Source: an optimization exercise on an open RTL-to-GDS flow (aim: small area, a short achievable clock period and few clock cycles). Production flows keep margins and buffers that such runs may drop.
Power is estimated from default activity; no workload was simulated.

== the reference run ==
## rv_pl
module rv_pl(
    input  wire        clk,
    input  wire        rst_n,
    output wire [31:0] m_inst_axi_araddr,
    output wire        m_inst_axi_arvalid,
    input  wire        m_inst_axi_arready,
    input  wire [31:0] m_inst_axi_rdata,
    input  wire [1:0]  m_inst_axi_rresp,
    input  wire        m_inst_axi_rvalid,
    output wire        m_inst_axi_rready,
    output wire [2:0]  m_inst_axi_arprot,
    output wire [31:0] m_data_axi_awaddr,
    output wire        m_data_axi_awvalid,
    input  wire        m_data_axi_awready,
    output wire [31:0] m_data_axi_wdata,
    output wire [3:0]  m_data_axi_wstrb,
    output wire        m_data_axi_wvalid,
    input  wire        m_data_axi_wready,
    input  wire [1:0]  m_data_axi_bresp,
    input  wire        m_data_axi_bvalid,
    output wire        m_data_axi_bready,
    output wire [31:0] m_data_axi_araddr,
    output wire        m_data_axi_arvalid,
    input  wire        m_data_axi_arready,
    input  wire [31:0] m_data_axi_rdata,
    input  wire [1:0]  m_data_axi_rresp,
    input  wire        m_data_axi_rvalid,
    output wire        m_data_axi_rready,
    output wire [2:0]  m_data_axi_arprot,
    output wire [2:0]  m_data_axi_awprot,
    output reg         done
);
clock: 10.0 ns
lec_check: 0
cap_margin: 20
core_margin: 2
core_utilization: 40
setup_slack_margin: 5
slew_margin: 20
standard.sh (not shown) runs the stock make flow with config.mk's settings and CLKGATE_MAP_FILE= SYNTH_SCRIPT=/design/flow/synth_recipe.tcl, a recipe that flattens the netlist after the stock synthesis.
==> flow/flow/run.sh <==
#!/bin/bash
# Layout with the standard flow, with timing repair aimed past the clock period.
set -euo pipefail
bash standard.sh SETUP_SLACK_MARGIN=6.0 finish > standard_finish.log 2>&1
diff inputs: the reference run => the trial run
-- flow/design.v --
<<< the reference run, line 63
    reg [4:0]  ld_rd;
    reg [31:0] rf [1:31];
    function [32:0] padd(input [31:0] x, input [31:0] y, input cin);
        reg [31:0] g, p, gg, pp, g2, p2;
        integer i, k;
        begin
            g = x & y;
            p = x ^ y;
            gg = g;
            pp = p;
            gg[0] = g[0] | (p[0] & cin);
            for (k = 1; k < 32; k = k * 2) begin
                g2 = gg;
                p2 = pp;
                for (i = k; i < 32; i = i + 1) begin
                    g2[i] = gg[i] | (pp[i] & gg[i-k]);
                    p2[i] = pp[i] & pp[i-k];
                end
                gg = g2;
                pp = p2;
            end
            padd[0] = p[0] ^ cin;
            for (i = 1; i < 32; i = i + 1) padd[i] = p[i] ^ gg[i-1];
            padd[32] = gg[31];
        end
    endfunction
    wire [32:0] sum = padd(op_a, op_b, e_sub);
    wire ltu = ~sum[32];
    wire lts = (op_a[31] ^ ~op_b[31]) ? op_a[31] : sum[31];
    function [31:0] rev32(input [31:0] x);
        integer k;
>>> the trial run, line 63
    reg [4:0]  ld_rd;
    reg [31:0] rf [1:31];
    wire [32:0] sum = {1'b0, op_a} + {1'b0, op_b ^ {32{e_sub}}} + {32'd0, e_sub};
    wire ltu = ~sum[32];
    wire lts = (op_a[31] ^ op_b[31]) ? op_a[31] : sum[31];
    function [31:0] rev32(input [31:0] x);
        integer k;
<<< the reference run, line 257
    wire [31:0] x_src = is_sw ? rv2 : d_tgt;
    wire is_sh = (is_op | is_opi) & (f3[1:0] == 2'b01);
    wire d_sub = (is_op & ins[30] & (f3 == 3'd0)) | ((is_op | is_opi) & (f3[2:1] == 2'b01));
    always @(posedge clk) begin
        if (d_load) begin
            op_a  <= (fwdE1 & ~is_jal & ~is_lui) ? e_res : a_src;
            op_b  <= ((fwdE2 & uses_b) ? e_res : b_src) ^ {32{d_sub}};
            e_x   <= (fwdE2 & is_sw) ? e_res : x_src;
            e_sh  <= ~is_sh ? 5'd0 : ((fwdE2 & is_op) ? e_res[4:0] : b_src[4:0]);
            e_rd  <= ins[11:7];
            e_sub <= d_sub;
            e_sra <= ins[30];
            e_shl <= ~f3[2];
>>> the trial run, line 233
    wire [31:0] x_src = is_sw ? rv2 : d_tgt;
    wire is_sh = (is_op | is_opi) & (f3[1:0] == 2'b01);
    always @(posedge clk) begin
        if (d_load) begin
            op_a  <= (fwdE1 & ~is_jal & ~is_lui) ? e_res : a_src;
            op_b  <= (fwdE2 & uses_b) ? e_res : b_src;
            e_x   <= (fwdE2 & is_sw) ? e_res : x_src;
            e_sh  <= ~is_sh ? 5'd0 : ((fwdE2 & is_op) ? e_res[4:0] : b_src[4:0]);
            e_rd  <= ins[11:7];
            e_sub <= (is_op & ins[30] & (f3 == 3'd0)) | ((is_op | is_opi) & (f3[2:1] == 2'b01));
            e_sra <= ins[30];
            e_shl <= ~f3[2];
Results
The trial run ended with every stage complete and zero timing, DRC or antenna violations.
Looking at number of search-and-repair iterations in the first detailed-routing pass, the trial run sits 3 above the reference run.
Compared with the reference run, in the trial run number of inserted filler cells in the final layout lower; setup slack of the critical path after layout higher; maximum clock frequency higher; total power higher.
On number of nets in the final layout, the lower figure sits with the reference run, not the trial run.
No run of this note included a check of the RTL's function; only the layout flow was run.

## port drivers added, routing unchanged
The flow's constraints put no driver on any port. The routed layouts listed below were extracted and timed again, unchanged, in two steps. Step 1 sets driving cells, clkbuf_16 on the clock port and buf_2 on the other inputs (assumed; they add their load-dependent delay and slew). Step 2 also shifts input and output timing later by t, the mid clock arrival at the registers, as if the neighbouring blocks saw the same clock. Three values: ideal ports, drivers, drivers and shift; two values: the first two.
| run | t (ns) | setup WS [ns] | worst setup path at the end |
|---|---|---|---|
| the reference run | 0.919 | 5.444 / 5.444 / 5.222 | input to register |
| the trial run | 0.907 | 5.663 / 5.663 / 5.038 | input to register |
After both steps every run listed still meets setup and hold. The setup slack of the trial run, which loses most, moves by 0.000 ns with the drivers and by -0.625 ns with both steps.
